From an optimization exercise on the open Yosys and OpenROAD flow, aimed at small area; shortcuts taken in it are not production practice.
RTL that was checked went through simulation tests only; none was proved equivalent to the original.
For runs 1, 2 and 4, only the layout was checked, not whether the RTL still works.
In runs 1 and 3 to 7 the design's own scripts or RTL, not TritonCTS, make the clock network.
The flow treats the clock pin as an ideal source. Dropping or thinning the clock tree relies on that and would not hold on a real chip.
Power figures rest on the tool's default switching activity, not on a simulated workload.

==> design/flow/config.mk <==
export PLATFORM = sky130hd
export DESIGN_NAME = pmod_7seg9_3
export DESIGN_NICKNAME = pmod_7seg9_3
export VERILOG_FILES = /design/flow/design.v
export SDC_FILE = /design/flow/constraint.sdc
export NUM_CORES = 4
export LEC_CHECK = 0
export CAP_MARGIN = 20
export CORE_MARGIN = 2
export CORE_UTILIZATION = 70
export PLACE_DENSITY = 0.8
export SLEW_MARGIN = 20
==> design/flow/constraint.sdc <==
create_clock -name core_clock -period 10.0 [get_ports {clk}]
set_input_delay 2.0000 -clock core_clock [delete_from_list [all_inputs] [get_ports {clk}]]
set_output_delay 2.0000 -clock core_clock [all_outputs]
set_load 0.01 [all_outputs]
==> design/flow/design.v <==
module hexdigit(
  input  wire [3:0] in,
  output wire [7:0] out
);
  wire u3 = in[3], u2 = in[2], u1 = in[1], u0 = in[0];
  assign out[0] = u3 | u1 | (u2 & u0) | (~u2 & ~u0);                        
  assign out[1] = ~u2 | (u1 & u0) | (~u1 & ~u0);                            
  assign out[2] = u2 | ~u1 | u0;                                            
  assign out[3] = u3 | (~u2 & ~u0) | (u1 & ~u0) | (~u2 & u1) | (u2 & ~u1 & u0);  
  assign out[4] = (~u2 & ~u0) | (u1 & ~u0);                                 
  assign out[5] = u3 | (~u1 & ~u0) | (u2 & ~u1) | (u2 & ~u0);               
  assign out[6] = u3 | (u2 & ~u1) | (~u2 & u1) | (u1 & ~u0);                
  assign out[7] = 1'b0;                                                     
endmodule
module debounce #(
    parameter CNT_20MS = 200_000
)(
    input  wire clk,
    input  wire reset,
    input  wire in,
    output reg  press_edge
);
    localparam W = 12;
    function [W-1:0] lfsr_next(input [W-1:0] s);
        lfsr_next = {s[W-2:0], ~(s[11] ^ s[6] ^ s[1])};
    endfunction
    function [W-1:0] lfsr_after(input integer n);
        integer i;
        begin
            lfsr_after = {W{1'b0}};
            for (i = 0; i < n; i = i + 1)
                lfsr_after = lfsr_next(lfsr_after);
        end
    endfunction
    localparam [W-1:0] CNT_DONE = lfsr_after(CNT_20MS);
    reg [W-1:0] stable_cnt;
    reg button_sync_0, button_sync_1;
    reg button_stable;
    reg button_prev;
    wire cnt_done = (stable_cnt == CNT_DONE);
    always @(posedge clk) begin
      if (reset) begin
        button_sync_0 <= 0;
        button_sync_1 <= 0;
        button_stable <= 0;
        press_edge <= 0;
      end else begin
        button_sync_0 <= in;
        button_sync_1 <= button_sync_0;
        if (button_sync_1 != button_stable && cnt_done)
            button_stable <= button_sync_1;
        press_edge <= button_stable & ~button_prev;
      end
    end
    always @(posedge clk) begin
      if (button_sync_1 == button_stable || cnt_done)
          stable_cnt <= 0;
      else
          stable_cnt <= lfsr_next(stable_cnt);
      button_prev <= button_stable;
    end
endmodule
module tm1640(
   input  wire       clk,
   input  wire       rst,
   input  wire [7:0] data_in,
   output reg  [3:0] step,
   output reg        tm_clk,
   output reg        tm_din
);
   reg [3:0] slot;
   reg [3:0] k;
   wire stop    = (step == 4'd0) | (step == 4'd10) | (step == 4'd11);
   wire active  = (step != 4'd12);
   wire bitslot = slot[3];
   wire s7  = (slot == 4'd7);
   wire s15 = (slot == 4'd15);
   wire s0  = (slot == 4'd0);
   wire s1  = (slot == 4'd1);
   wire k10 = (k == 4'd10);
   wire next_byte = (s0 & ~stop & k == 4'd1) | (s1 & k == 4'd5);
   always @(posedge clk) begin
      if (rst) begin
         step <= 4'd15;
         slot <= 4'd1;
         k <= 4'd4;
         tm_clk <= 1'b1;
         tm_din <= 1'b1;
      end else if (active) begin
         if ((s7 & k == 4'd6) | (bitslot & k10))
            tm_clk <= 1'b0;
         else if ((bitslot & k == 4'd5) | (s0 & stop & k == 4'd4))
            tm_clk <= 1'b1;
         if ((s7 & k == 4'd1) | (s15 & k10 & stop))
            tm_din <= 1'b0;
         else if (s0 & stop & k == 4'd9)
            tm_din <= 1'b1;
         else if (k == 4'd0 & (bitslot | (s0 & ~stop)))
            tm_din <= data_in[slot[2:0]];
         if (next_byte) begin
            step <= step + 1'b1;
            slot <= 4'd7;
            k <= 4'd1;
         end else if (k10) begin
            slot <= slot + 1'b1;
            k <= 4'd0;
         end else
            k <= k + 1'b1;
      end
   end
endmodule
module ctl_7seg9(
    input  wire [3:0]  step,
    input  wire [15:0] up,       
    output reg  [7:0]  byte_out
);
    wire [3:0] u_th = up[15:12], u_hu = up[11:8], u_te = up[7:4], u_on = up[3:0];
    wire z_te = (u_on == 0);
    wire z_hu = z_te & (u_te == 0);
    wire z_th = z_hu & (u_hu == 0);
    reg [3:0] u_sel;
    reg       z_sel;
    always @* begin
        case (step)
            4'd2, 4'd7:  begin u_sel = u_th; z_sel = z_th; end
            4'd3, 4'd8:  begin u_sel = u_hu; z_sel = z_hu; end
            4'd4, 4'd9:  begin u_sel = u_te; z_sel = z_te; end
            default:     begin u_sel = u_on; z_sel = 1'b1; end
        endcase
    end
    wire [3:0] d_sel = (z_sel && u_sel == 0) ? 4'd0 : 4'd9 - u_sel + z_sel;
    wire [3:0] digit = (step >= 4'd7) ? u_sel : d_sel;
    wire [7:0] seg;
    hexdigit hd(.in(digit), .out(seg));
    always @* begin
        case (step)
            4'd0:  byte_out = 8'h40;
            4'd1:  byte_out = 8'hC0;
            4'd6:  byte_out = 8'h40;
            4'd11: byte_out = 8'h8C;
            default: byte_out = seg;
        endcase
    end
endmodule
module pmod_7seg9_3 #(
    parameter CLK_FREQ = 2_000_000,
    parameter TICK_CYCLES = CLK_FREQ / 1000,
    parameter DEBOUNCE_CYCLES = CLK_FREQ / 500
)(
   input wire clk,
   input wire reset,        
   input wire rst,          
   output wire tm_clk,
   output wire tm_din,
   output wire debug_led
);
localparam HALF = TICK_CYCLES / 2;      
localparam MW = 10;
function [MW-1:0] m_next(input [MW-1:0] s);
    m_next = {s[MW-2:0], ~(s[9] ^ s[6])};
endfunction
function [MW-1:0] m_after(input integer n);
    integer i;
    begin
        m_after = {MW{1'b0}};
        for (i = 0; i < n; i = i + 1)
            m_after = m_next(m_after);
    end
endfunction
localparam [MW-1:0] M0     = m_after(1);           
localparam [MW-1:0] M_LAST = m_after(HALF);        
localparam [MW-1:0] M_TICK = m_after(HALF - 1);    
reg [3:0] u_th, u_hu, u_te, u_on;
reg half;
reg [MW-1:0] m;
reg run;
reg local_rst;
wire press_edge;
wire [3:0] step;
wire [7:0] tx_byte;
debounce #(.CNT_20MS(DEBOUNCE_CYCLES)) db_inst(clk, reset, rst, press_edge);
ctl_7seg9 m1(.step(step), .up({u_th, u_hu, u_te, u_on}), .byte_out(tx_byte));
tm1640 ic1(.clk(clk), .rst(reset | local_rst), .data_in(tx_byte), .step(step),
           .tm_clk(tm_clk), .tm_din(tm_din));
wire m_last = (m == M_LAST);
wire tick = half & (m == M_TICK);
assign debug_led = run & half;
always @(posedge clk) begin
  if (reset) begin
    local_rst <= 0;
    run <= 1'b0;
    half <= 1'b0;
    m <= {MW{1'b0}};
    u_th <= 0; u_hu <= 0; u_te <= 0; u_on <= 0;
  end else begin
    local_rst <= run & tick;
    if (press_edge) run <= ~run;
    if (run) begin
        m <= m_last ? M0 : m_next(m);
        if (m_last) half <= ~half;
        if (tick) begin
            if (u_on == 9) begin
                u_on <= 0;
                if (u_te == 9) begin
                    u_te <= 0;
                    if (u_hu == 9) begin
                        u_hu <= 0;
                        u_th <= (u_th == 9) ? 4'd0 : u_th + 1'b1;
                    end else u_hu <= u_hu + 1'b1;
                end else u_te <= u_te + 1'b1;
            end else u_on <= u_on + 1'b1;
        end
    end
  end
end
endmodule
==> design/flow/flow/run.sh <==
#!/bin/bash
# Layout flow: the standard synthesis, then its combinational logic mapped
# again for area with ABC (registers untouched), the standard floorplan and
# placement, a small hand-built clock buffering in ORFS's CTS step
# (flow/manual_cts.tcl), then the standard routing and finish.
# Each tool's output goes to a log file of its own in the work folder.
set -euo pipefail
W=$PWD
R=$W/orfs/results/$FLOW_PLATFORM/pmod_7seg9_3/base
LIB=$FLOW_HOME/platforms/$FLOW_PLATFORM/lib/sky130_fd_sc_hd__tt_025C_1v80.lib
YOSYS=$FLOW_HOME/../tools/install/yosys/bin/yosys
[[ -x $YOSYS ]] || YOSYS=yosys

# 1. standard synthesis
bash standard.sh synth > $W/std_synth.log 2>&1

# 2. area remap of the combinational logic
cp $R/1_2_yosys.v $W/1_2_yosys.std.v
python3 $W/flow/comblib.py $LIB $W/comb.lib > $W/comblib.log 2>&1
DU=""
for c in $(sed -n '/^export DONT_USE_CELLS += \\/,/^#/p' $FLOW_HOME/platforms/$FLOW_PLATFORM/config.mk | grep -o 'sky130_fd_sc_hd__[a-z0-9_]*'); do
  DU="$DU -dont_use $c"
done
cat > $W/remap.ys <<YS
read_liberty -lib $LIB
read_liberty -overwrite $W/comb.lib
read_verilog $W/1_2_yosys.std.v
hierarchy -top $FLOW_TOP
flatten
setattr -set keep 1 t:sky130_fd_sc_hd__df*
opt -purge
abc -liberty $LIB $DU -script $W/flow/remap.abc
opt_clean -purge
hilomap -singleton -hicell sky130_fd_sc_hd__conb_1 HI -locell sky130_fd_sc_hd__conb_1 LO
splitnets
opt_clean -purge
insbuf -buf sky130_fd_sc_hd__buf_1 A X
stat -liberty $LIB
write_verilog -noattr -noexpr -nohex -nodec $R/1_2_yosys.v
YS
$YOSYS -l $W/remap.log -q $W/remap.ys > /dev/null 2>&1
rm -f $R/1_synth.odb $R/1_synth.sdc

# 3. floorplan and placement
export BUFFER_PORTS_ARGS="-inputs -outputs -buffer_cell sky130_fd_sc_hd__buf_1"
bash standard.sh place > $W/std_place.log 2>&1

# 4. clock buffering (flow/manual_cts.tcl) in ORFS's CTS script
sed -e "s#^log_cmd clock_tree_synthesis .*#source $W/flow/manual_cts.tcl#" \
  $FLOW_HOME/scripts/cts.tcl > $W/cts_manual.tcl
echo exit >> $W/cts_manual.tcl
grep -q manual_cts.tcl $W/cts_manual.tcl
bash standard.sh run RUN_SCRIPT=$W/cts_manual.tcl RUN_LOG_NAME_STEM=4_1_cts > $W/cts.log 2>&1
[[ -f $R/4_1_cts.odb && -f $R/4_cts.sdc ]]

# 5. routing and the rest of the standard layout
bash standard.sh > $W/std_layout.log 2>&1
==> design/flow/flow/comblib.py <==
# Copy a liberty file without its sequential cells (ff, latch, statetable),
# so Yosys reads only combinational cells as logic and keeps the registers
# as black boxes.
import re, sys
src = open(sys.argv[1]).read()
start = src.index('cell (')
head = src[:start]
cells = re.split(r'(?=\n\s*cell \()', src[start - 1:])
out = [head]
for c in cells:
    if 'cell (' not in c:
        continue
    if re.search(r'\b(ff|latch|statetable)\s*\(', c):
        continue
    out.append(c)
txt = ''.join(out)
if not txt.rstrip().endswith('}'):
    txt += '\n}\n'
open(sys.argv[2], 'w').write(txt)
==> design/flow/flow/manual_cts.tcl <==
# Clock buffering in place of TritonCTS: the clock port drives K leaf clock
# buffers, each driving one k-means cluster of the register clock pins.
# For each K, every leaf gets the smallest clock buffer whose cluster's
# largest clock-pin slew (placement estimate) is under the limit; the K with
# the least buffer area is kept.
set block [ord::get_db_block]
set clk_net [$block findNet clk]
set pts {}
foreach it [$clk_net getITerms] {
  set bb [[$it getInst] getBBox]
  lappend pts [list $it [expr ([$bb xMin] + [$bb xMax]) / 2] [expr ([$bb yMin] + [$bb yMax]) / 2]]
}

proc kmeans { pts K } {
  set n [llength $pts]
  set sorted [lsort -real -index 1 $pts]
  set cx {}; set cy {}
  for {set k 0} {$k < $K} {incr k} {
    set p [lindex $sorted [expr int(($k + 0.5) * $n / $K)]]
    lappend cx [lindex $p 1]; lappend cy [lindex $p 2]
  }
  for {set iter 0} {$iter < 100} {incr iter} {
    set asg {}
    foreach p $pts {
      set best 0; set bd 1e18
      for {set k 0} {$k < $K} {incr k} {
        set d [expr abs([lindex $p 1] - [lindex $cx $k]) + abs([lindex $p 2] - [lindex $cy $k])]
        if {$d < $bd} { set bd $d; set best $k }
      }
      lappend asg $best
    }
    set ncx {}; set ncy {}
    for {set k 0} {$k < $K} {incr k} {
      set sx 0; set sy 0; set c 0
      foreach p $pts a $asg {
        if {$a == $k} { set sx [expr $sx + [lindex $p 1]]; set sy [expr $sy + [lindex $p 2]]; incr c }
      }
      if {$c > 0} { lappend ncx [expr $sx / $c]; lappend ncy [expr $sy / $c] } else { lappend ncx [lindex $cx $k]; lappend ncy [lindex $cy $k] }
    }
    set cx $ncx; set cy $ncy
  }
  return [list $asg $cx $cy]
}

proc net_max_slew { nn } {
  set mx 0
  foreach it [$nn getITerms] {
    if {[$it isOutputSignal]} { continue }
    set pin [get_pins [[$it getInst] getName]/[[$it getMTerm] getName]]
    set s [get_property $pin slew_max]
    if {$s > $mx} { set mx $s }
  }
  return $mx
}

proc insert_leaves { pts K } {
  global block clk_net
  lassign [kmeans $pts $K] asg cx cy
  set master [[ord::get_db] findMaster sky130_fd_sc_hd__clkbuf_16]
  set made {}
  for {set k 0} {$k < $K} {incr k} {
    set buf [odb::dbInst_create $block $master clkbuf_leaf_$k]
    set nn [odb::dbNet_create $block clknet_leaf_$k]
    $nn setSigType CLOCK
    foreach p $pts a $asg {
      if {$a == $k} { set it [lindex $p 0]; $it disconnect; $it connect $nn }
    }
    [$buf findITerm A] connect $clk_net
    [$buf findITerm X] connect $nn
    $buf setLocation [expr int([lindex $cx $k])] [expr int([lindex $cy $k])]
    $buf setPlacementStatus PLACED
    lappend made [list $buf $nn]
  }
  return $made
}

proc size_leaves { made limit } {
  set area 0
  set sizes {}
  foreach m $made {
    lassign $m buf nn
    foreach bn {sky130_fd_sc_hd__clkbuf_4 sky130_fd_sc_hd__clkbuf_8 sky130_fd_sc_hd__clkbuf_16} {
      set master [[ord::get_db] findMaster $bn]
      $buf swapMaster $master
      estimate_parasitics -placement
      if {[net_max_slew $nn] < $limit} { break }
    }
    set area [expr $area + [$master getWidth] * [$master getHeight]]
    lappend sizes $bn
  }
  return [list $area $sizes]
}

proc remove_leaves { made pts } {
  global clk_net
  foreach p $pts { set it [lindex $p 0]; $it disconnect; $it connect $clk_net }
  foreach m $made {
    lassign $m buf nn
    odb::dbInst_destroy $buf
    odb::dbNet_destroy $nn
  }
}

proc max_slew_all { made } {
  estimate_parasitics -placement
  set mx 0
  foreach m $made { set s [net_max_slew [lindex $m 1]]; if {$s > $mx} { set mx $s } }
  return $mx
}

set limit 0.110
set_propagated_clock [all_clocks]
set best_k 0; set best_area 1e18
foreach K {2 3 4 5 6} {
  set made [insert_leaves $pts $K]
  lassign [size_leaves $made $limit] area sizes
  set s [max_slew_all $made]
  puts "manual_cts: K $K sizes $sizes area $area largest clock-pin slew [format %.4f $s]"
  if {$s < $limit && $area < $best_area} { set best_k $K; set best_area $area }
  remove_leaves $made $pts
}
if {$best_k > 0} {
  set made [insert_leaves $pts $best_k]
  lassign [size_leaves $made $limit] area sizes
  puts "manual_cts: chose K $best_k sizes $sizes largest clock-pin slew [format %.4f [max_slew_all $made]]"
} else {
  puts "manual_cts: falling back to clock_tree_synthesis"
  clock_tree_synthesis -sink_clustering_enable -repair_clock_nets -dont_use_dummy_load
}
==> design/flow/flow/remap.abc <==
&get -n
&st
&deepsyn -T 20
&dch
&nf -R 1000
&st
&dch
&nf -R 1000
&st
&dch
&nf -R 1000
&put
==> design/flow/standard.sh <==
#!/bin/bash
# synth_recipe.tcl (not shown) runs the flow's synth.tcl, then flattens the netlist and writes it again
# the make line also repeats each setting of config.mk as NAME=value (left out here)
make -C /OpenROAD-flow-scripts/flow DESIGN_CONFIG=/design/flow/config.mk WORK_HOME=/design/flow/orfs CLKGATE_MAP_FILE= SYNTH_SCRIPT=/design/flow/synth_recipe.tcl "${@:-finish}"
==> results of run 1 <==
==> cells in the final DEF (no fill, tap or decap), drive strengths merged, types with 5 or more instances in the layout <==
master,instances
nand2,22
a22o,11
nor2b,8
nor3,15
o21ai,19
nand2b,9
and2,9
xnor2,5
nor3b,7
nor4,8
and3,15
buf,6
dfxtp,60
or3,5
nand3,12
a21oi,22
xor2,5
nor2,24
==> per-stage QoR <==
stage / power [W] / utilization, %
final: 0.000501 / 77.0
after global routing: 0.000531 / 77.0
after detailed placement: 0.000408 / 75.5
after global placement: 0.000404 / 75.5
after floorplan: 0.000378 / -
==> worst min-delay path by stage <==
stage | startpoint | cells after the start | endpoint
floorplan | db_inst.button_stable | 0 | db_inst.button_prev
global placement | db_inst.button_prev | 1 | db_inst.press_edge
detailed placement | db_inst.button_prev | 1 | db_inst.press_edge
CTS | db_inst.button_prev | 1 | db_inst.press_edge
global route | db_inst.button_prev | 1 | db_inst.press_edge
finish | db_inst.button_prev | 1 | db_inst.press_edge
==> power groups by stage <==
stage                     Clock [W]  Sequential, W  Combinational, W
after detailed placement          0       0.000296          0.000112
after global routing       0.000104       0.000296          0.000131
after global placement            0       0.000295          0.000109
after CTS                 0.0000955       0.000290          0.000113
after floorplan                   0       0.000287         0.0000906
final                     0.0000940       0.000292          0.000115
==> worst max-delay path, cell delays in order, from the launching register on <==
cell and delay, ns:
dfxtp_1 0.46, nor2b_1 0.28, nor3b_1 0.13, a22o_1 0.26, or3_1 0.39, and2_0 0.21, nand3_1 0.12, xor2_1 0.24
and2_0 0.24, nand2_1 0.08, o32ai_1 0.25, a41oi_1 0.07, o2111a_1 0.24, a2111oi_0 0.36, o21ai_0 0.12
==> area by class of cell <==
| class | instances | area, um2 |
|---|---|---|
| buffer | 4 | 55.1 |
| inverter | 4 | 15.0 |
| tap | 48 | 60.1 |
| multi-input combinational | 242 | 1460 |
| fill | 270 | 843 |
| timing repair buffer | 6 | 26.3 |
| sequential | 60 | 1200 |
==> per-layer routing <==
layer  track usage (%)  part of all wire, %
met1              37.7                   50
met2              42.6                   44
met3              1.70                  4.5
met4              3.65                 0.97
met5                 0                    0
==> state kept, by name, indices dropped and copies added, names as in the netlist, 4 cells and up <==
name                cells
ic1.k                   4
u_on                    4
ic1.step                4
u_th                    4
u_te                    4
m                      10
ic1.slot                4
u_hu                    4
db_inst.stable_cnt     12
==> summary.txt, run 1 <==
GRT
  – Initial antenna violation count: 0
  – Global-route wire length before repair: 9140 um
  – Gr ovfl total: 0
  – Largest net degree at the start of global routing: 32
  – Vias in the first global route: 2062
  – Global Route Usage Sum: 25.7%

Clock network
  – # resized after CTS: 0
  – Setup bufs post-CTS: 0
  – Clock latency at the later pin of the worst-skew pair: 0.15 ns
  – Clock Pin Slew Worst Setup and Hold Paths: 0.09 ns
  – Hold Buf Count CTS: 0

Floorplan
  – Die Area: 0.00433 mm2
  – Row count: 22
  – Starting Density: 73.1%
  – Die Wd: 65.8 um
  – Core Footprint: 0.00366 mm2
  – Top-level I/O count: 6
  – Vert. Die Dim: 65.8 um

Outcome
  – Outcome: timing/DRC/antenna clean

Setup path
  – Critical path startpoint category: flop
  – Worst r2r dst: ic1.tm_din
  – Setup slack, reg-to-reg: 6.43 ns
  – Critical Path End: ic1.tm_din
  – Critical path arrival: 3.59 ns
  – CP Launch Point: ic1.step[0]
  – R2R Path Start: ic1.step[0]
  – Crit path kind: reg -> reg
  – Reg2Reg Depth: 14
  – Critical Path Sink Type: flop
  – Crit path max fanout: 8
  – CP Data Required Time: 10.01 ns

Placed design
  – IO buf count: 5
  – Area of placed instances: 0.00276 mm2
  – DP Worst Slack: 6.43 ns
  – Hpwl dp: 3780 um
  – Routability congestion estimate: 0.898
  – Inst Count DP: 360

Cells and area
  – Layout cell share with drive strength beyond 1: 1.58%
  – Final nets: 321
  – Non-filler cells, final: 364
  – Final instance area: 0.00282 mm2
  – Layout area overhead: 5.28%
  – Antenna diodes: 0

Drt
  – DRT iter0 DRCs: 272
  – DR WL/cell: 14.7 um
  – Routed WL: 5340 um
  – Final ANT Viol Nets: 0
  – Via count: 2315
  – DRC violations left: 0
  – Avg Vias per Cell: 6.36
  – Iteration count of the initial detailed-routing pass: 4

Synth
  – Synth Instances: 306
  – Syn avg cell area: 8.75 um2
  – Mapped Nets: 309
  – Mapped Area: 0.00268 mm2
  – Synth warnings: 4

Worst hold path
  – Hold Crit Class: reg -> reg

Power
  – Internal Pwr Total: 0.000339 W
  – Combinational power share: 22.9%
  – Sw Ratio: 32.2%
  – Leakage: 1.01 nW
  – Clock Power Share: 18.8%
  – Peak VDD IR: 0.149 mV
  – Seq pwr share: 58.3%
  – Pwr per Cell Area: 178 mW/mm2
  – P_sw: 0.000162 W

Timing
  – Final setup viols: 0
  – Hold Fails Final Rpt: 0
  – Setup WS post-layout: 6.43 ns
  – Period minus WS final: 3.57 ns
  – Worst-Margin Slew: 0.613 ns
  – Final Cycle Share: 35.7%
  – Setup TNS: 0 ns
  – Fmax: 0.280 GHz
  – Skew final: 0.0144 ns
  – Rel. slew slack: 59.0%
  – RSZ-0062 raised after global routing: no
  – Final hold slack: 0.395 ns
  – Pins Over Slew Limit: 0

Flow run
  – MaxCap Viol Count: 0
==> run 2, diff against run 1 <==
--- a/design/flow/config.mk
+++ b/design/flow/config.mk
@@ -7,6 +7,6 @@
 export LEC_CHECK = 0
 export CAP_MARGIN = 20
 export CORE_MARGIN = 2
-export CORE_UTILIZATION = 70
-export PLACE_DENSITY = 0.8
+export CORE_UTILIZATION = 85
+export PLACE_DENSITY = 0.92
 export SLEW_MARGIN = 20
==> summary.txt, run 2 <==
Floorplan
  – Vert. Die Dim: 60.0 um
  – Die Wd: 60.0 um
  – Row count: 20
  – Starting Density: 88.1%

Outcome
  – Outcome: aborted with a tool error
  – Error msg: [ERROR GPL-0301] Utilization 101.929 % exceeds 100%.
  – Last stage: global placement without I/O

Synth
  – Mapped Area: 0.00267 mm2
  – Synth Instances: 307
  – Mapped Nets: 310
  – Synth warnings: 4
  – Syn avg cell area: 8.69 um2
==> run 3, diff against run 2 <==
--- a/design/flow/design.v
+++ b/design/flow/design.v
@@ -21,22 +21,12 @@
     output reg  press_edge
 );
     localparam W = 12;
-    function [W-1:0] lfsr_next(input [W-1:0] s);
-        lfsr_next = {s[W-2:0], ~(s[11] ^ s[6] ^ s[1])};
-    endfunction
-    function [W-1:0] lfsr_after(input integer n);
-        integer i;
-        begin
-            lfsr_after = {W{1'b0}};
-            for (i = 0; i < n; i = i + 1)
-                lfsr_after = lfsr_next(lfsr_after);
-        end
-    endfunction
-    localparam [W-1:0] CNT_DONE = lfsr_after(CNT_20MS);
+    localparam [W-1:0] CNT_DONE = 12'b100010111111;
     reg [W-1:0] stable_cnt;
     reg button_sync_0, button_sync_1;
     reg button_stable;
     reg button_prev;
+    wire [W-1:0] cnt_next = {stable_cnt[W-2:0], ~(stable_cnt[11] ^ stable_cnt[6] ^ stable_cnt[1])};
     wire cnt_done = (stable_cnt == CNT_DONE);
     always @(posedge clk) begin
       if (reset) begin
@@ -56,7 +46,7 @@
       if (button_sync_1 == button_stable || cnt_done)
           stable_cnt <= 0;
       else
-          stable_cnt <= lfsr_next(stable_cnt);
+          stable_cnt <= cnt_next;
       button_prev <= button_stable;
     end
 endmodule
@@ -156,20 +146,9 @@
 );
 localparam HALF = TICK_CYCLES / 2;      
 localparam MW = 10;
-function [MW-1:0] m_next(input [MW-1:0] s);
-    m_next = {s[MW-2:0], ~(s[9] ^ s[6])};
-endfunction
-function [MW-1:0] m_after(input integer n);
-    integer i;
-    begin
-        m_after = {MW{1'b0}};
-        for (i = 0; i < n; i = i + 1)
-            m_after = m_next(m_after);
-    end
-endfunction
-localparam [MW-1:0] M0     = m_after(1);           
-localparam [MW-1:0] M_LAST = m_after(HALF);        
-localparam [MW-1:0] M_TICK = m_after(HALF - 1);    
+localparam [MW-1:0] M0     = 10'b0000000001;   
+localparam [MW-1:0] M_LAST = 10'b0101100100;   
+localparam [MW-1:0] M_TICK = 10'b1010110010;   
 reg [3:0] u_th, u_hu, u_te, u_on;
 reg half;
 reg [MW-1:0] m;
@@ -182,6 +161,7 @@
 ctl_7seg9 m1(.step(step), .up({u_th, u_hu, u_te, u_on}), .byte_out(tx_byte));
 tm1640 ic1(.clk(clk), .rst(reset | local_rst), .data_in(tx_byte), .step(step),
            .tm_clk(tm_clk), .tm_din(tm_din));
+wire [MW-1:0] m_next = {m[MW-2:0], ~(m[9] ^ m[6])};
 wire m_last = (m == M_LAST);
 wire tick = half & (m == M_TICK);
 assign debug_led = run & half;
@@ -196,7 +176,7 @@
     local_rst <= run & tick;
     if (press_edge) run <= ~run;
     if (run) begin
-        m <= m_last ? M0 : m_next(m);
+        m <= m_last ? M0 : m_next;
         if (m_last) half <= ~half;
         if (tick) begin
             if (u_on == 9) begin
--- a/design/flow/flow/run.sh
+++ b/design/flow/flow/run.sh
@@ -1,8 +1,9 @@
 #!/bin/bash
 # Layout flow: the standard synthesis, then its combinational logic mapped
 # again for area with ABC (registers untouched), the standard floorplan and
-# placement, a small hand-built clock buffering in ORFS's CTS step
-# (flow/manual_cts.tcl), then the standard routing and finish.
+# placement (ports buffered with buf_1), a small hand-built clock buffering
+# in ORFS's CTS step (flow/manual_cts.tcl), then the standard routing and
+# finish.
 # Each tool's output goes to a log file of its own in the work folder.
 set -euo pipefail
 W=$PWD
--- a/design/flow/config.mk
+++ b/design/flow/config.mk
@@ -7,6 +7,6 @@
 export LEC_CHECK = 0
 export CAP_MARGIN = 20
 export CORE_MARGIN = 2
-export CORE_UTILIZATION = 85
-export PLACE_DENSITY = 0.92
+export CORE_UTILIZATION = 70
+export PLACE_DENSITY = 0.8
 export SLEW_MARGIN = 20
==> summary.txt, run 3 <==
Timing
  – Final setup viols: 0
  – Setup TNS: 0 ns
  – Fmax: 0.292 GHz
  – Final Cycle Share: 34.3%
  – Period minus WS final: 3.43 ns
  – Hold Fails Final Rpt: 0
  – Pins Over Slew Limit: 0
  – Skew final: 0.00748 ns
  – Rel. slew slack: 52.3%
  – Worst-Margin Slew: 0.714 ns
  – RSZ-0062 raised after global routing: no

Worst hold path
  – Hold Crit Class: reg -> reg

Setup path
  – Slowest cell on crit path: dfxtp_1
  – CP peak stage delay: 0.46 ns
  – Crit path buf inv count: 0
  – Crit path kind: reg -> reg
  – Worst path cell trace: nand2b_1 > a21oi_1 > nor3_1 > a222oi_1 > nand2_1 > o21ai_0 > xor2_1 > nor2_1 > nor2_1 > nor3_1 > a21oi_1 > o21ai_0 > a21oi_1 > nor2_1 > a31oi_1
  – Crit path max fanout: 9
  – CP Data Required Time: 10.03 ns
  – Largest delay share family, worst path: compound AO/OA/AOI/OAI gates
  – Critical path arrival: 3.46 ns
  – Critical path startpoint category: flop
  – Critical Path Sink Type: flop

Clock network
  – Clock Pin Slew Worst Setup and Hold Paths: 0.10 ns
  – Hold Buf Count CTS: 0
  – Setup bufs post-CTS: 0
  – # resized after CTS: 0
  – Clock latency at the later pin of the worst-skew pair: 0.16 ns

Flow run
  – MaxCap Viol Count: 0

Cells and area
  – Most frequent cells in the layout: dfxtp_1, nor2_1, nand2_1, a21oi_1, and3_1
  – Register area: 0.00120 mm2
  – Layout cell share with drive strength beyond 1: 1.27%
  – Largest regs: db_inst.stable_cnt x12, m x10
  – Commonest non-fill, non-tap cell in the layout: dfxtp_1
  – Finished Core Util: 76.6%
  – Max reg flops: 12
  – Footprint of the multi-input gates: 0.00148 mm2
  – # fillers: 273
  – Layout area overhead: 5.17%
  – Final nets: 321
  – Antenna diodes: 0
  – Largest Register: db_inst.stable_cnt

Power
  – Pwr per Cell Area: 165 mW/mm2
  – Peak VDD IR: 0.217 mV
  – Leakage: 1.02 nW

Drt
  – DR WL/cell: 14.0 um
  – Final ANT Viol Nets: 0
  – DRT iter0 DRCs: 273
  – Routed WL: 5100 um
  – Iteration count of the initial detailed-routing pass: 5
  – Via count: 2307
  – DRC violations left: 0
  – Avg Vias per Cell: 6.34

GRT
  – Global-route wire length before repair: 8910 um
  – Global Route Usage Sum: 24.6%
  – Gr ovfl total: 0
  – Vias in the first global route: 2097
  – Initial antenna violation count: 0
  – Largest net degree at the start of global routing: 31

Placed design
  – Routability congestion estimate: 0.871
  – Hpwl dp: 3750 um
  – IO buf count: 5

Synth
  – Syn avg cell area: 8.75 um2
  – Synth warnings: 4
  – Synth Instances: 307
  – Mapped Area: 0.00269 mm2
  – Mapped Nets: 310

Outcome
  – Outcome: timing/DRC/antenna clean

Floorplan
  – Top-level I/O count: 6
  – Starting Density: 72.9%
  – Vert. Die Dim: 66.0 um
  – Die Wd: 66.0 um
  – Core Footprint: 0.00369 mm2
  – Die Area: 0.00435 mm2
  – Row count: 22
run 3: layout make-up:
cell class / count / area share (%)
inverters: 3 / 0.398
multi-input cells: 244 / 52.2
well taps: 48 / 2.12
flip-flops and latches: 60 / 42.5
plain buffers: 3 / 1.86
repair buffers: 6 / 0.930
run 3: final timing paths:
path                            start            endpoint  slack (ns)  cells after the start
hold / removal    db_inst.button_prev  db_inst.press_edge        0.40                      1
hold reg to reg   db_inst.button_prev  db_inst.press_edge        0.40                      1
setup reg to reg          ic1.step[2]          ic1.tm_din        6.57                     15
setup / recovery          ic1.step[2]          ic1.tm_din        6.57                     15
run 3: metrics by stage:
| step | area [um2] | setup slack [ns] | total power, W | hold WS [ns] | instances |
|---|---|---|---|---|---|
| 3_3_place_gp | 2770 | 6.70 | 0.000375 | 0.382 | 361 |
| 3_5_place_dp | 2770 | 6.64 | 0.000378 | 0.388 | 361 |
| 2_1_floorplan | 2690 | 7.11 | 0.000355 | 0.370 | 307 |
| 6_report | 2830 | 6.57 | 0.000467 | 0.399 | 364 |
| 5_1_grt | 2830 | 6.12 | 0.000494 | 0.433 | 364 |
run 3: worst register-to-register path, stage by stage (launching register included):
cell and delay (ns):
dfxtp_1 0.46, nand2b_1 0.11, a21oi_1 0.42, nor3_1 0.17, a222oi_1 0.36, nand2_1 0.18, o21ai_0 0.43, xor2_1 0.20
nor2_1 0.13, nor2_1 0.05, nor3_1 0.24, a21oi_1 0.10, o21ai_0 0.20, a21oi_1 0.09, nor2_1 0.12, a31oi_1 0.05
run 3: metal layers:
layer	part of all wire, %	GRT usage (%)	vias up	routed length [um]
li1	-	-	1187	-
met1	48	33.8	1049	2450
met2	46	44.8	67	2370
met3	4.9	1.19	4	249
met4	0.61	1.79	0	31
met5	0	0	-	0
run 3: power breakdown:
| part | internal [W] | total [W] | switching (W) |
|---|---|---|---|
| clock network | 0.0000369 | 0.0000929 | 0.0000560 |
| registers | 0.000253 | 0.000281 | 0.0000284 |
| logic | 0.0000407 | 0.0000927 | 0.0000520 |
==> run 4, diff against run 3 <==
--- a/design/flow/design.v
+++ b/design/flow/design.v
@@ -53,6 +53,7 @@
 module tm1640(
    input  wire       clk,
    input  wire       rst,
+   input  wire       restart,    
    input  wire [7:0] data_in,
    output reg  [3:0] step,
    output reg        tm_clk,
@@ -70,13 +71,14 @@
    wire k10 = (k == 4'd10);
    wire next_byte = (s0 & ~stop & k == 4'd1) | (s1 & k == 4'd5);
    always @(posedge clk) begin
-      if (rst) begin
+      if (rst | step == 4'd14) begin
          step <= 4'd15;
          slot <= 4'd1;
          k <= 4'd4;
          tm_clk <= 1'b1;
          tm_din <= 1'b1;
-      end else if (active) begin
+      end else begin
+         if (active) begin
          if ((s7 & k == 4'd6) | (bitslot & k10))
             tm_clk <= 1'b0;
          else if ((bitslot & k == 4'd5) | (s0 & stop & k == 4'd4))
@@ -96,6 +98,9 @@
             k <= 4'd0;
          end else
             k <= k + 1'b1;
+         end
+         if (restart)
+            step <= 4'd14;
       end
    end
 endmodule
@@ -153,13 +158,12 @@
 reg half;
 reg [MW-1:0] m;
 reg run;
-reg local_rst;
 wire press_edge;
 wire [3:0] step;
 wire [7:0] tx_byte;
 debounce #(.CNT_20MS(DEBOUNCE_CYCLES)) db_inst(clk, reset, rst, press_edge);
 ctl_7seg9 m1(.step(step), .up({u_th, u_hu, u_te, u_on}), .byte_out(tx_byte));
-tm1640 ic1(.clk(clk), .rst(reset | local_rst), .data_in(tx_byte), .step(step),
+tm1640 ic1(.clk(clk), .rst(reset), .restart(run & tick), .data_in(tx_byte), .step(step),
            .tm_clk(tm_clk), .tm_din(tm_din));
 wire [MW-1:0] m_next = {m[MW-2:0], ~(m[9] ^ m[6])};
 wire m_last = (m == M_LAST);
@@ -167,13 +171,11 @@
 assign debug_led = run & half;
 always @(posedge clk) begin
   if (reset) begin
-    local_rst <= 0;
     run <= 1'b0;
     half <= 1'b0;
     m <= {MW{1'b0}};
     u_th <= 0; u_hu <= 0; u_te <= 0; u_on <= 0;
   end else begin
-    local_rst <= run & tick;
     if (press_edge) run <= ~run;
     if (run) begin
         m <= m_last ? M0 : m_next;
--- a/design/flow/flow/run.sh
+++ b/design/flow/flow/run.sh
@@ -22,7 +22,10 @@
 for c in $(sed -n '/^export DONT_USE_CELLS += \\/,/^#/p' $FLOW_HOME/platforms/$FLOW_PLATFORM/config.mk | grep -o 'sky130_fd_sc_hd__[a-z0-9_]*'); do
   DU="$DU -dont_use $c"
 done
-cat > $W/remap.ys <<YS
+# four ABC runs with different deepsyn seeds; keep the smallest netlist
+for S in 11 23 37 53; do
+  sed -e "s/SEED/$S/" $W/flow/remap.abc > $W/remap_$S.abc
+  cat > $W/remap_$S.ys <<YS
 read_liberty -lib $LIB
 read_liberty -overwrite $W/comb.lib
 read_verilog $W/1_2_yosys.std.v
@@ -30,16 +33,28 @@
 flatten
 setattr -set keep 1 t:sky130_fd_sc_hd__df*
 opt -purge
-abc -liberty $LIB $DU -script $W/flow/remap.abc
+abc -liberty $LIB $DU -script $W/remap_$S.abc
 opt_clean -purge
 hilomap -singleton -hicell sky130_fd_sc_hd__conb_1 HI -locell sky130_fd_sc_hd__conb_1 LO
 splitnets
 opt_clean -purge
 insbuf -buf sky130_fd_sc_hd__buf_1 A X
-stat -liberty $LIB
-write_verilog -noattr -noexpr -nohex -nodec $R/1_2_yosys.v
+tee -o $W/remap_$S.area stat -liberty $LIB
+write_verilog -noattr -noexpr -nohex -nodec $W/remap_$S.v
 YS
-$YOSYS -l $W/remap.log -q $W/remap.ys > /dev/null 2>&1
+  $YOSYS -l $W/remap_$S.log -q $W/remap_$S.ys > /dev/null 2>&1 &
+done
+wait
+BEST=""; BEST_AREA=""
+for S in 11 23 37 53; do
+  A=$(grep -o "Chip area for module .*: [0-9.]*" $W/remap_$S.area | awk '{print $NF}' || true)
+  [[ -n "$A" && -s $W/remap_$S.v ]] || continue
+  if [[ -z "$BEST" ]] || awk -v a="$A" -v b="$BEST_AREA" 'BEGIN{exit !(a < b)}'; then
+    BEST=$S; BEST_AREA=$A
+  fi
+done
+echo "remap: seed $BEST area $BEST_AREA" > $W/remap_choice.log
+cp $W/remap_$BEST.v $R/1_2_yosys.v
 rm -f $R/1_synth.odb $R/1_synth.sdc
 
 # 3. floorplan and placement
==> design/flow/flow/remap.abc (replaced) <==
&get -n
&st
&deepsyn -T 60 -S SEED
&dch
&nf -R 1000
&st
&dch
&nf -R 1000
&st
&dch
&nf -R 1000
&put
==> summary.txt, run 4 <==
Cells and area
  – Non-filler cells, final: 374
  – Layout cell share with drive strength beyond 1: 1.53%
  – Final nets: 331
  – Commonest non-fill, non-tap cell in the layout: dfxtp_1
  – Layout area overhead: 5.07%
  – Antenna diodes: 0
  – Final instance area: 0.00280 mm2
  – Most frequent cells in the layout: dfxtp_1, nor2_1, nand2_1
  – # fillers: 287
  – Largest regs: db_inst.stable_cnt x12, m x10
  – Largest Register: db_inst.stable_cnt
  – Max reg flops: 12
  – Finished Core Util: 76.5%

Power
  – Pwr per Cell Area: 198 mW/mm2
  – Internal Pwr Total: 0.000359 W
  – Seq pwr share: 51.7%
  – Combinational power share: 32.4%
  – Clock Power Share: 16.0%
  – P_sw: 0.000194 W
  – Peak VDD IR: 0.119 mV
  – Leakage: 1.04 nW
  – Sw Ratio: 35.0%

Clock network
  – # resized after CTS: 0
  – Clock latency at the later pin of the worst-skew pair: 0.16 ns
  – Hold Buf Count CTS: 0
  – Clock Pin Slew Worst Setup and Hold Paths: 0.10 ns
  – Setup bufs post-CTS: 0

GRT
  – Global Route Usage Sum: 24.4%
  – Global-route wire length before repair: 8720 um
  – Vias in the first global route: 2056
  – Gr ovfl total: 0
  – Initial antenna violation count: 0
  – Largest net degree at the start of global routing: 28

Synth
  – Mapped Nets: 319
  – Mapped Area: 0.00267 mm2
  – Synth Instances: 316
  – Syn avg cell area: 8.43 um2
  – Synth warnings: 4

Drt
  – Via count: 2241
  – Routed WL: 5090 um
  – Avg Vias per Cell: 5.99
  – DR WL/cell: 13.6 um
  – Final ANT Viol Nets: 0
  – DRC violations left: 0
  – DRT iter0 DRCs: 123
  – Iteration count of the initial detailed-routing pass: 4

Timing
  – Pins Over Slew Limit: 0
  – Final setup viols: 0
  – Rel. slew slack: 41.3%
  – RSZ-0062 raised after global routing: no
  – Period minus WS final: 3.37 ns
  – Fmax: 0.296 GHz
  – Setup TNS: 0 ns
  – Worst-Margin Slew: 0.869 ns
  – Final Cycle Share: 33.7%
  – Skew final: 0.0237 ns
  – Hold Fails Final Rpt: 0

Placed design
  – IO buf count: 5
  – Area of placed instances: 0.00275 mm2
  – Inst Count DP: 370
  – Hpwl dp: 3790 um
  – Routability congestion estimate: 0.860

Floorplan
  – Die Wd: 65.7 um
  – Starting Density: 72.8%
  – Row count: 22
  – Core Footprint: 0.00366 mm2
  – Top-level I/O count: 6
  – Die Area: 0.00432 mm2
  – Vert. Die Dim: 65.7 um

Setup path
  – Crit path kind: reg -> reg
  – Crit path buf inv count: 0
  – Critical Path Sink Type: flop
  – Crit path max fanout: 10
  – Critical path arrival: 3.38 ns
  – Critical path startpoint category: flop
  – Largest delay share family, worst path: simple AND/OR/NAND/NOR gates
  – Crit-path most repeated cell: nor2_1
  – CP Data Required Time: 10.00 ns
  – Worst path cell trace: nor2b_1 > nor2_1 > and2_0 > a22oi_1 > nand2_1 > or2_0 > nor2_1 > a21oi_1 > xor2_1 > nand2b_1 > o32ai_1 > a211oi_1 > nor3_1 > o21ai_0 > nand3_1 > o311ai_0
  – Slowest cell on crit path: dfxtp_1
  – CP peak stage delay: 0.50 ns

Worst hold path
  – Hold Crit Class: reg -> reg

Flow run
  – MaxCap Viol Count: 0

Outcome
  – Outcome: timing/DRC/antenna clean
==> run 4: worst paths after layout <==
kind	slack, ns	depth (start not counted)	end	from
max	6.63	16	ic1.tm_din	ic1.step[0]
min	0.39	1	db_inst.press_edge	db_inst.button_prev
max reg2reg	6.63	16	ic1.tm_din	ic1.step[0]
min reg2reg	0.39	1	db_inst.press_edge	db_inst.button_prev
==> run 4: power by group through the flow <==
stage               Sequential, W   Clock, W  Combinational (W)
CTS                      0.000285  0.0000893           0.000178
global placement         0.000290          0           0.000173
floorplan                0.000282          0           0.000148
global route             0.000291  0.0000978           0.000204
finish                   0.000286  0.0000883           0.000179
detailed placement       0.000290          0           0.000177
==> run 4: metrics by stage <==
stage	worst slack (ns)	power, W	hold slack, ns
3_3_place_gp	6.70	0.000464	0.377
6_report	6.63	0.000553	0.393
3_5_place_dp	6.62	0.000467	0.384
5_1_grt	6.13	0.000593	0.404
2_1_floorplan	7.10	0.000431	0.371
==> run 4: area by class of cell <==
class                   count  area (um2)  share of cell area [%]
inverters                   8        30.0                    1.07
flip-flops and latches     59        1180                    42.2
repair buffers              6        26.3                   0.938
plain buffers               4        48.8                    1.74
multi-input cells         249        1450                    51.9
well taps                  48        60.1                    2.14
==> run 4: metal layers <==
layer | global-route usage, % | up-vias | part of all wire (%)
li1 | - | 1177 | -
met4 | 1.82 | 0 | 0.79
met3 | 2.05 | 5 | 3.8
met5 | 0 | - | 0
met2 | 44.2 | 45 | 47
met1 | 33.0 | 1014 | 49
==> run 5, diff against run 4 <==
--- a/design/flow/design.v
+++ b/design/flow/design.v
@@ -106,25 +106,23 @@
 endmodule
 module ctl_7seg9(
     input  wire [3:0]  step,
-    input  wire [15:0] up,       
+    input  wire [15:0] w,        
+    input  wire [3:0]  c,        
     output reg  [7:0]  byte_out
 );
-    wire [3:0] u_th = up[15:12], u_hu = up[11:8], u_te = up[7:4], u_on = up[3:0];
-    wire z_te = (u_on == 0);
-    wire z_hu = z_te & (u_te == 0);
-    wire z_th = z_hu & (u_hu == 0);
-    reg [3:0] u_sel;
-    reg       z_sel;
+    reg [3:0] w_sel;
+    reg       c_sel;
     always @* begin
         case (step)
-            4'd2, 4'd7:  begin u_sel = u_th; z_sel = z_th; end
-            4'd3, 4'd8:  begin u_sel = u_hu; z_sel = z_hu; end
-            4'd4, 4'd9:  begin u_sel = u_te; z_sel = z_te; end
-            default:     begin u_sel = u_on; z_sel = 1'b1; end
+            4'd2, 4'd7:  begin w_sel = w[15:12]; c_sel = c[3]; end
+            4'd3, 4'd8:  begin w_sel = w[11:8];  c_sel = c[2]; end
+            4'd4, 4'd9:  begin w_sel = w[7:4];   c_sel = c[1]; end
+            default:     begin w_sel = w[3:0];   c_sel = c[0]; end
         endcase
     end
-    wire [3:0] d_sel = (z_sel && u_sel == 0) ? 4'd0 : 4'd9 - u_sel + z_sel;
-    wire [3:0] digit = (step >= 4'd7) ? u_sel : d_sel;
+    wire [3:0] up_digit   = c_sel ? ((w_sel[3] & w_sel[0]) ? 4'd0 : w_sel + 1'b1) : w_sel;
+    wire [3:0] down_digit = 4'd9 - w_sel;
+    wire [3:0] digit = (step >= 4'd7) ? up_digit : down_digit;
     wire [7:0] seg;
     hexdigit hd(.in(digit), .out(seg));
     always @* begin
@@ -154,7 +152,12 @@
 localparam [MW-1:0] M0     = 10'b0000000001;   
 localparam [MW-1:0] M_LAST = 10'b0101100100;   
 localparam [MW-1:0] M_TICK = 10'b1010110010;   
-reg [3:0] u_th, u_hu, u_te, u_on;
+reg [3:0] w_th, w_hu, w_te, w_on;
+wire n9_on = w_on[3] & w_on[0], n9_te = w_te[3] & w_te[0];
+wire n9_hu = w_hu[3] & w_hu[0], n9_th = w_th[3] & w_th[0];
+wire c_te = n9_on;
+wire c_hu = c_te & n9_te;
+wire c_th = c_hu & n9_hu;
 reg half;
 reg [MW-1:0] m;
 reg run;
@@ -162,7 +165,8 @@
 wire [3:0] step;
 wire [7:0] tx_byte;
 debounce #(.CNT_20MS(DEBOUNCE_CYCLES)) db_inst(clk, reset, rst, press_edge);
-ctl_7seg9 m1(.step(step), .up({u_th, u_hu, u_te, u_on}), .byte_out(tx_byte));
+ctl_7seg9 m1(.step(step), .w({w_th, w_hu, w_te, w_on}), .c({c_th, c_hu, c_te, 1'b1}),
+             .byte_out(tx_byte));
 tm1640 ic1(.clk(clk), .rst(reset), .restart(run & tick), .data_in(tx_byte), .step(step),
            .tm_clk(tm_clk), .tm_din(tm_din));
 wire [MW-1:0] m_next = {m[MW-2:0], ~(m[9] ^ m[6])};
@@ -174,23 +178,17 @@
     run <= 1'b0;
     half <= 1'b0;
     m <= {MW{1'b0}};
-    u_th <= 0; u_hu <= 0; u_te <= 0; u_on <= 0;
+    w_th <= 4'd9; w_hu <= 4'd9; w_te <= 4'd9; w_on <= 4'd9;
   end else begin
     if (press_edge) run <= ~run;
     if (run) begin
         m <= m_last ? M0 : m_next;
         if (m_last) half <= ~half;
         if (tick) begin
-            if (u_on == 9) begin
-                u_on <= 0;
-                if (u_te == 9) begin
-                    u_te <= 0;
-                    if (u_hu == 9) begin
-                        u_hu <= 0;
-                        u_th <= (u_th == 9) ? 4'd0 : u_th + 1'b1;
-                    end else u_hu <= u_hu + 1'b1;
-                end else u_te <= u_te + 1'b1;
-            end else u_on <= u_on + 1'b1;
+            w_on <= n9_on ? 4'd0 : w_on + 1'b1;
+            if (c_te) w_te <= n9_te ? 4'd0 : w_te + 1'b1;
+            if (c_hu) w_hu <= n9_hu ? 4'd0 : w_hu + 1'b1;
+            if (c_th) w_th <= n9_th ? 4'd0 : w_th + 1'b1;
         end
     end
   end
--- a/design/flow/flow/manual_cts.tcl
+++ b/design/flow/flow/manual_cts.tcl
@@ -111,7 +111,7 @@
 set limit 0.110
 set_propagated_clock [all_clocks]
 set best_k 0; set best_area 1e18
-foreach K {2 3 4 5 6} {
+foreach K {2 3 4} {
   set made [insert_leaves $pts $K]
   lassign [size_leaves $made $limit] area sizes
   set s [max_slew_all $made]
==> summary.txt, run 5 <==
Outcome
  – Outcome: timing/DRC/antenna clean

Placed design
  – Routability congestion estimate: 0.842
  – Area of placed instances: 0.00272 mm2
  – Hpwl dp: 3670 um
  – IO buf count: 5
  – DP Worst Slack: 6.02 ns

GRT
  – Largest net degree at the start of global routing: 25
  – Gr ovfl total: 0
  – Initial antenna violation count: 0
  – Global Route Usage Sum: 25.7%
  – Vias in the first global route: 2032
  – Global-route wire length before repair: 9160 um

Setup path
  – Critical path startpoint category: primary input
  – Crit path max fanout: 24
  – Crit path buf inv count: 1
  – Levels on crit path: 6
  – Worst path cell trace: buf_1 > nor2b_1 > nand4b_1 > and2_0 > nor2_1 > a22o_1
  – Critical path arrival: 3.88 ns
  – Crit path kind: in -> reg
  – Critical Path Sink Type: flop
  – Reg2Reg Depth: 12
  – Slowest cell on crit path: buf_1
  – Largest delay share family, worst path: simple AND/OR/NAND/NOR gates
  – CP peak stage delay: 0.67 ns
  – CP Data Required Time: 10.04 ns

Timing
  – Fmax: 0.261 GHz
  – Skew final: 0.0227 ns
  – RSZ-0062 raised after global routing: no
  – Hold Fails Final Rpt: 0
  – Worst-Margin Slew: 0.928 ns
  – Setup WS post-layout: 6.17 ns
  – Period minus WS final: 3.83 ns
  – Final hold slack: 0.395 ns
  – Rel. slew slack: 38.1%
  – Final setup viols: 0
  – Final Cycle Share: 38.3%
  – Pins Over Slew Limit: 0
  – Setup TNS: 0 ns

Power
  – Seq pwr share: 49.3%
  – Leakage: 1.09 nW
  – Sw Ratio: 35.6%
  – P_sw: 0.000205 W
  – Clock Power Share: 17.3%
  – Pwr per Cell Area: 208 mW/mm2
  – Combinational power share: 33.4%
  – Peak VDD IR: 0.155 mV
  – Internal Pwr Total: 0.000371 W

Floorplan
  – Starting Density: 72.6%
  – Die Area: 0.00428 mm2
  – Top-level I/O count: 6
  – Die Wd: 65.4 um
  – Core Footprint: 0.00363 mm2
  – Row count: 22
  – Vert. Die Dim: 65.4 um

Synth
  – Mapped Nets: 306
  – Syn avg cell area: 8.70 um2
  – Synth warnings: 4
  – Mapped Area: 0.00264 mm2
  – Synth Instances: 303

Drt
  – Routed WL: 5120 um
  – DRC violations left: 0
  – Via count: 2205
  – Final ANT Viol Nets: 0
  – Iteration count of the initial detailed-routing pass: 7
  – DR WL/cell: 14.2 um
  – Avg Vias per Cell: 6.13
  – Top Metal Used: met4
  – DRT iter0 DRCs: 190
  – Met2 WL: 2390 um
  – Metal3 WL: 191 um
  – Metal-1 WL: 2500 um

Cells and area
  – Finished Core Util: 76.4%
  – Layout area overhead: 5.27%
  – Commonest non-fill, non-tap cell in the layout: dfxtp_1
  – Antenna diodes: 0
  – Max reg flops: 12
  – Final nets: 317
  – Largest Register: db_inst.stable_cnt
  – Largest regs: db_inst.stable_cnt x12, m x10
  – Final instance area: 0.00278 mm2
  – Most frequent cells in the layout: dfxtp_1, nor2_1, nand2_1
  – Layout cell share with drive strength beyond 1: 1.28%
  – # fillers: 260

Clock network
  – Hold Buf Count CTS: 0
  – # resized after CTS: 0
  – Clock Pin Slew Worst Setup and Hold Paths: 0.10 ns
  – Clock latency at the later pin of the worst-skew pair: 0.16 ns
  – Setup bufs post-CTS: 0

Worst hold path
  – Hold Crit Class: reg -> reg
  – Hold depth: 1

Flow run
  – MaxCap Viol Count: 0
run 5: cell types whose count changed in the layout (fill, tap and decap cells not counted), moves of 3 or more:
| cell | previous run | this run |
|---|---|---|
| nor2b_1 | 12 | 8 |
| a21oi_1 | 24 | 18 |
| and3_1 | 16 | 13 |
| nor3_1 | 20 | 14 |
| a22oi_1 | 2 | 5 |
| clkinv_1 | 8 | 3 |
| o21bai_1 | 3 | 8 |
| xnor2_1 | 10 | 6 |
| nand3_1 | 4 | 9 |
run 5: final cells by class:
class,count,area (um2),share of cell area [%]
inverters,3,11.3,0.406
repair buffers,5,18.8,0.676
plain buffers,4,60.1,2.16
well taps,48,60.1,2.16
flip-flops and latches,59,1180,42.5
multi-input cells,241,1450,52.1
run 5: final timing paths:
path | slack, ns | endpoint | startpoint
max | 6.17 | m[3] | reset
min | 0.39 | db_inst.press_edge | db_inst.button_prev
max reg2reg | 6.64 | ic1.tm_din | ic1.step[1]
min reg2reg | 0.39 | db_inst.press_edge | db_inst.button_prev
run 5: per-stage QoR:
stage / power [W] / instances
floorplan: 0.000439 / 303
global placement: 0.000473 / 356
detailed placement: 0.000477 / 356
global route: 0.000620 / 360
finish: 0.000576 / 360
run 5: power by group through the flow:
stage          Sequential (W)   Clock, W  Combinational (W)
6_report             0.000284  0.0000995           0.000193
5_1_grt              0.000290   0.000110           0.000221
4_1_cts              0.000284   0.000101           0.000191
3_5_place_dp         0.000289          0           0.000188
3_3_place_gp         0.000288          0           0.000185
2_1_floorplan        0.000281          0           0.000158
run 5: per-layer routing:
metal / global-route usage (%) / up-vias
met5: 0 / -
met4: 1.82 / 0
met3: 1.20 / 4
met2: 44.9 / 50
met1: 37.0 / 1009
li1: - / 1142
==> run 6, diff against run 5 <==
--- a/design/flow/flow/run.sh
+++ b/design/flow/flow/run.sh
@@ -22,8 +22,9 @@
 for c in $(sed -n '/^export DONT_USE_CELLS += \\/,/^#/p' $FLOW_HOME/platforms/$FLOW_PLATFORM/config.mk | grep -o 'sky130_fd_sc_hd__[a-z0-9_]*'); do
   DU="$DU -dont_use $c"
 done
-# four ABC runs with different deepsyn seeds; keep the smallest netlist
-for S in 11 23 37 53; do
+# eight ABC runs with different deepsyn seeds, four at a time; keep the
+# smallest netlist
+for S in 11 23 37 53 61 71 83 97; do
   sed -e "s/SEED/$S/" $W/flow/remap.abc > $W/remap_$S.abc
   cat > $W/remap_$S.ys <<YS
 read_liberty -lib $LIB
@@ -43,10 +44,11 @@
 write_verilog -noattr -noexpr -nohex -nodec $W/remap_$S.v
 YS
   $YOSYS -l $W/remap_$S.log -q $W/remap_$S.ys > /dev/null 2>&1 &
+  if [[ $S == 53 ]]; then wait; fi
 done
 wait
 BEST=""; BEST_AREA=""
-for S in 11 23 37 53; do
+for S in 11 23 37 53 61 71 83 97; do
   A=$(grep -o "Chip area for module .*: [0-9.]*" $W/remap_$S.area | awk '{print $NF}' || true)
   [[ -n "$A" && -s $W/remap_$S.v ]] || continue
   if [[ -z "$BEST" ]] || awk -v a="$A" -v b="$BEST_AREA" 'BEGIN{exit !(a < b)}'; then
==> summary.txt, run 6 <==
Setup path
  – Critical path startpoint category: primary input
  – CP peak stage delay: 0.67 ns
  – Worst path cell trace: buf_1 > nor2b_1 > nand4b_1 > and2_0 > nor2_1 > a22o_1
  – Critical Path Sink Type: flop
  – CP Data Required Time: 10.04 ns
  – Slowest cell on crit path: buf_1
  – Crit path kind: in -> reg
  – Critical path arrival: 3.88 ns
  – Crit path max fanout: 24

Timing
  – RSZ-0062 raised after global routing: no
  – Worst-Margin Slew: 0.928 ns
  – Final Cycle Share: 38.3%
  – Setup TNS: 0 ns
  – Hold Fails Final Rpt: 0
  – Fmax: 0.261 GHz
  – Final setup viols: 0
  – Pins Over Slew Limit: 0
  – Skew final: 0.0227 ns
  – Final hold slack: 0.395 ns
  – Period minus WS final: 3.83 ns
  – Rel. slew slack: 38.1%

Synth
  – Synth warnings: 4
  – Synth Instances: 303
  – Mapped Nets: 306
  – Syn avg cell area: 8.70 um2
  – Mapped Area: 0.00264 mm2

Floorplan
  – Die Wd: 65.4 um
  – Starting Density: 72.6%
  – Top-level I/O count: 6
  – Die Area: 0.00428 mm2
  – Core Footprint: 0.00363 mm2
  – Row count: 22
  – Vert. Die Dim: 65.4 um

Clock network
  – Clock latency at the later pin of the worst-skew pair: 0.16 ns
  – Setup bufs post-CTS: 0
  – Clock Pin Slew Worst Setup and Hold Paths: 0.10 ns
  – # resized after CTS: 0
  – Hold Buf Count CTS: 0

Drt
  – Avg Vias per Cell: 6.13
  – Via count: 2205
  – DRC violations left: 0
  – DRT iter0 DRCs: 190
  – Routed WL: 5120 um
  – Iteration count of the initial detailed-routing pass: 7
  – DR WL/cell: 14.2 um
  – Final ANT Viol Nets: 0

GRT
  – Vias in the first global route: 2032
  – Global Route Usage Sum: 25.7%
  – Gr ovfl total: 0
  – Largest net degree at the start of global routing: 25
  – Global-route wire length before repair: 9160 um
  – Initial antenna violation count: 0

Outcome
  – Outcome: timing/DRC/antenna clean

Cells and area
  – Commonest non-fill, non-tap cell in the layout: dfxtp_1
  – Max reg flops: 12
  – Antenna diodes: 0
  – # fillers: 260
  – Finished Core Util: 76.4%
  – Layout area overhead: 5.27%
  – Largest Register: db_inst.stable_cnt
  – Layout cell share with drive strength beyond 1: 1.28%
  – Most frequent cells in the layout: dfxtp_1, nor2_1, nand2_1
  – Largest regs: db_inst.stable_cnt x12, m x10
  – Final nets: 317

Flow run
  – MaxCap Viol Count: 0

Worst hold path
  – Hold Crit Class: reg -> reg

Power
  – Peak VDD IR: 0.155 mV
  – Pwr per Cell Area: 208 mW/mm2
  – Total power: 0.000576 W
  – Leakage: 1.09 nW

Placed design
  – Routability congestion estimate: 0.842
  – Hpwl dp: 3670 um
  – IO buf count: 5
[run 6: final timing paths]
kind	startpoint	end	slack (ns)	cells after the start
hold reg to reg	db_inst.button_prev	db_inst.press_edge	0.39	1
setup reg to reg	ic1.step[1]	ic1.tm_din	6.64	12
hold / removal	db_inst.button_prev	db_inst.press_edge	0.39	1
setup / recovery	reset	m[3]	6.17	6
[run 6: area by class of cell]
| class | instances | area, um2 | area share [%] |
|---|---|---|---|
| Multi-Input combinational cell | 241 | 1450 | 52.1 |
| Sequential cell | 59 | 1180 | 42.5 |
| Buffer | 4 | 60.1 | 2.16 |
| Tap cell | 48 | 60.1 | 2.16 |
| Timing Repair Buffer | 5 | 18.8 | 0.676 |
| Inverter | 3 | 11.3 | 0.406 |
[run 6: where the power goes]
part	switching (W)	internal (W)
Combinational	0.000115	0.0000781
Clock	0.0000580	0.0000414
Sequential	0.0000324	0.000252
[run 6: through the flow]
| step | area, um2 | worst slack (ns) | std cells |
|---|---|---|---|
| finish | 2780 | 6.17 | 360 |
| global route | 2780 | 5.95 | 360 |
| detailed placement | 2720 | 6.02 | 356 |
| global placement | 2720 | 6.10 | 356 |
| floorplan | 2640 | 6.88 | 303 |
[run 6: layer usage]
metal | GRT usage, % | share of wire (%) | vias up
met3 | 1.20 | 3.7 | 4
li1 | - | - | 1142
met5 | 0 | 0 | -
met4 | 1.82 | 0.86 | 0
met1 | 37.0 | 49 | 1009
met2 | 44.9 | 47 | 50
[run 6: worst max-delay path, delay by kind of cell]
kind | cells | cell delay, ns
AOI/OAI and AO/OA | 1 | 0.22
and+or+nand+nor | 4 | 0.98
buffers and inverters | 1 | 0.67
==> run 7, diff against run 6 <==
--- a/design/flow/flow/run.sh
+++ b/design/flow/flow/run.sh
@@ -22,10 +22,16 @@
 for c in $(sed -n '/^export DONT_USE_CELLS += \\/,/^#/p' $FLOW_HOME/platforms/$FLOW_PLATFORM/config.mk | grep -o 'sky130_fd_sc_hd__[a-z0-9_]*'); do
   DU="$DU -dont_use $c"
 done
-# eight ABC runs with different deepsyn seeds, four at a time; keep the
-# smallest netlist
-for S in 11 23 37 53 61 71 83 97; do
-  sed -e "s/SEED/$S/" $W/flow/remap.abc > $W/remap_$S.abc
+# twelve ABC runs, four at a time: eight deepsyn seeds with flow/remap.abc
+# and four with flow/remap_p.abc; keep the smallest netlist
+RUNS="11 23 37 53 61 71 83 97 p13 p29 p41 p59"
+N=0
+for S in $RUNS; do
+  if [[ $S == p* ]]; then
+    sed -e "s/SEED/${S#p}/" $W/flow/remap_p.abc > $W/remap_$S.abc
+  else
+    sed -e "s/SEED/$S/" $W/flow/remap.abc > $W/remap_$S.abc
+  fi
   cat > $W/remap_$S.ys <<YS
 read_liberty -lib $LIB
 read_liberty -overwrite $W/comb.lib
@@ -44,11 +50,12 @@
 write_verilog -noattr -noexpr -nohex -nodec $W/remap_$S.v
 YS
   $YOSYS -l $W/remap_$S.log -q $W/remap_$S.ys > /dev/null 2>&1 &
-  if [[ $S == 53 ]]; then wait; fi
+  N=$((N + 1))
+  if (( N % 4 == 0 )); then wait; fi
 done
 wait
 BEST=""; BEST_AREA=""
-for S in 11 23 37 53 61 71 83 97; do
+for S in $RUNS; do
   A=$(grep -o "Chip area for module .*: [0-9.]*" $W/remap_$S.area | awk '{print $NF}' || true)
   [[ -n "$A" && -s $W/remap_$S.v ]] || continue
   if [[ -z "$BEST" ]] || awk -v a="$A" -v b="$BEST_AREA" 'BEGIN{exit !(a < b)}'; then
==> design/flow/flow/remap_p.abc (new file) <==
&get -n
&st
&deepsyn -T 60 -S SEED
&dch
&nf -R 1000 -p -F 8 -A 4 -C 32
&st
&dch
&nf -R 1000 -p -F 8 -A 4 -C 32
&st
&dch
&nf -R 1000 -p -F 8 -A 4 -C 32
&put
==> summary.txt, run 7 <==
Outcome
  – Outcome: timing/DRC/antenna clean

Setup path
  – Crit path buf inv count: 0
  – Largest delay share family, worst path: compound AO/OA/AOI/OAI gates
  – Crit path kind: reg -> reg
  – Critical path arrival: 3.49 ns
  – CP peak stage delay: 0.56 ns
  – Worst path cell trace: nor2b_1 > nor2_1 > a222oi_1 > a21boi_0 > xnor2_1 > nor2_1 > mux2i_1 > nand2_1 > nand2_1 > nand2_1 > o21ai_0 > a21oi_1 > o21ai_0 > o2111ai_1
  – Crit-path most repeated cell: nand2_1
  – Critical Path Sink Type: flop
  – Critical path startpoint category: flop
  – Crit path max fanout: 10
  – CP Data Required Time: 10.00 ns
  – Slowest cell on crit path: a21boi_0

Drt
  – Routed WL: 5060 um
  – Iteration count of the initial detailed-routing pass: 5
  – Avg Vias per Cell: 6.24
  – Via count: 2222
  – DRC violations left: 0
  – DR WL/cell: 14.2 um
  – Final ANT Viol Nets: 0
  – DRT iter0 DRCs: 156

Floorplan
  – Vert. Die Dim: 65.1 um
  – Starting Density: 71.8%
  – Core Footprint: 0.00363 mm2
  – Die Wd: 65.1 um
  – Row count: 22
  – Top-level I/O count: 6
  – Die Area: 0.00423 mm2

Clock network
  – Hold Buf Count CTS: 0
  – Setup bufs post-CTS: 0
  – # resized after CTS: 0
  – Clock Pin Slew Worst Setup and Hold Paths: 0.11 ns
  – Clock latency at the later pin of the worst-skew pair: 0.16 ns

Synth
  – Syn avg cell area: 8.73 um2
  – Mapped Area: 0.00261 mm2
  – Synth warnings: 4
  – Synth Instances: 299
  – Mapped Nets: 302

Cells and area
  – Antenna diodes: 0
  – Final nets: 313
  – Largest regs: db_inst.stable_cnt x12, m x10
  – Commonest non-fill, non-tap cell in the layout: dfxtp_1
  – Layout cell share with drive strength beyond 1: 1.30%
  – Most frequent cells in the layout: dfxtp_1, nor2_1, nand2_1
  – Max reg flops: 12
  – Largest Register: db_inst.stable_cnt
  – Layout area overhead: 4.89%

Worst hold path
  – Hold Crit Class: reg -> reg

Placed design
  – IO buf count: 5
  – Routability congestion estimate: 0.899
  – Hpwl dp: 3620 um

Power
  – Peak VDD IR: 0.130 mV
  – Sw Ratio: 32.5%
  – Internal Pwr Total: 0.000330 W
  – Total power: 0.000489 W
  – P_sw: 0.000159 W
  – Combinational power share: 26.6%
  – Leakage: 1.05 nW
  – Pwr per Cell Area: 179 mW/mm2
  – Clock Power Share: 18.0%
  – Seq pwr share: 55.3%

GRT
  – Global Route Usage Sum: 25.6%
  – Gr ovfl total: 0
  – Vias in the first global route: 2131
  – Largest net degree at the start of global routing: 25
  – Initial antenna violation count: 0
  – Global-route wire length before repair: 9070 um

Timing
  – Final Cycle Share: 34.9%
  – Skew final: 0.0246 ns
  – Final setup viols: 0
  – Setup TNS: 0 ns
  – Period minus WS final: 3.49 ns
  – Hold Fails Final Rpt: 0
  – Pins Over Slew Limit: 0
  – Worst-Margin Slew: 0.916 ns
  – RSZ-0062 raised after global routing: no
  – Rel. slew slack: 38.9%
  – Fmax: 0.286 GHz

Flow run
  – MaxCap Viol Count: 0
run 7: layer usage:
| layer | GRT usage, % | part of all wire [%] |
|---|---|---|
| met3 | 2.60 | 4.3 |
| met1 | 34.3 | 48 |
| met2 | 46.0 | 47 |
| met4 | 3.39 | 0.71 |
| met5 | 0 | 0 |
run 7: worst reg2reg max path, stage by stage (launching register included):
cell and delay, ns:
dfxtp_1 0.53, nor2b_1 0.32, nor2_1 0.16, a222oi_1 0.34, a21boi_0 0.56, xnor2_1 0.19
nor2_1 0.07, mux2i_1 0.17, nand2_1 0.11, nand2_1 0.10, nand2_1 0.08, o21ai_0 0.22
a21oi_1 0.07, o21ai_0 0.24, o2111ai_1 0.15
run 7: final timing paths:
kind	depth (start not counted)	start	to	slack, ns
setup reg to reg	14	ic1.step[0]	ic1.tm_din	6.51
hold / removal	0	db_inst.button_stable	db_inst.button_prev	0.40
hold reg to reg	0	db_inst.button_stable	db_inst.button_prev	0.40
setup / recovery	14	ic1.step[0]	ic1.tm_din	6.51
run 7: cell type report:
| cell class | count | area, um2 |
|---|---|---|
| buffer | 4 | 48.8 |
| fill | 297 | 896 |
| inverter | 3 | 11.3 |
| multi-input combinational | 237 | 1420 |
| sequential | 59 | 1180 |
| tap | 48 | 60.1 |
| timing repair buffer | 5 | 18.8 |
run 7: stage by stage:
stage	std cells	setup WS (ns)	util [%]	hold slack (ns)	instance area [um2]
final	356	6.51	75.3	0.397	2740
after detailed placement	352	6.36	74.0	0.383	2690
after global placement	352	6.40	74.0	0.378	2690
after floorplan	299	7.14	-	0.370	2610
after global routing	356	6.15	75.3	0.413	2740
run 7: power groups by stage:
stage               Clock (W)  Combinational, W  Sequential [W]
floorplan                   0          0.000104        0.000270
global placement            0          0.000125        0.000275
detailed placement          0          0.000128        0.000275
CTS                 0.0000900          0.000129        0.000270
global route        0.0000988          0.000148        0.000274
finish              0.0000883          0.000130        0.000271

## static timing again, ports no longer ideal
How much do the figures lean on ideal ports? The routed layouts below were timed once more, with nothing changed but the port constraints. Step 1 assumes that a clkbuf_16 drives the clock port and a buf_2 every other input. Step 2, shift: input delay + t, output delay - t, t = (earliest + latest rising clock arrival at the registers) / 2. This alone moves slack from input paths to output paths. Three values: no drivers, after step 1, after step 2; two values: the first two.
run | shift t [ns] | setup slack, ns | worst hold slack (ns) | clock arrival spread, ns
run 1 | 0.197 | 6.425 / 6.425 / 6.425 | 0.395 / 0.395 / 0.395 | 0.015 / 0.014
run 3 | 0.202 | 6.571 / 6.571 / 6.571 | 0.399 / 0.399 / 0.399 | 0.010 / 0.010
run 4 | 0.200 | 6.626 / 6.626 / 6.613 | 0.393 / 0.393 / 0.393 | 0.024 / 0.024
run 5 | 0.206 | 6.168 / 6.197 / 5.992 | 0.395 / 0.395 / 0.395 | 0.023 / 0.023
run 6 | 0.206 | 6.168 / 6.197 / 5.992 | 0.395 / 0.395 / 0.395 | 0.023 / 0.023
run 7 | 0.205 | 6.507 / 6.507 / 6.410 | 0.397 / 0.397 / 0.397 | 0.025 / 0.025
After both steps setup and hold are still met in every run listed.
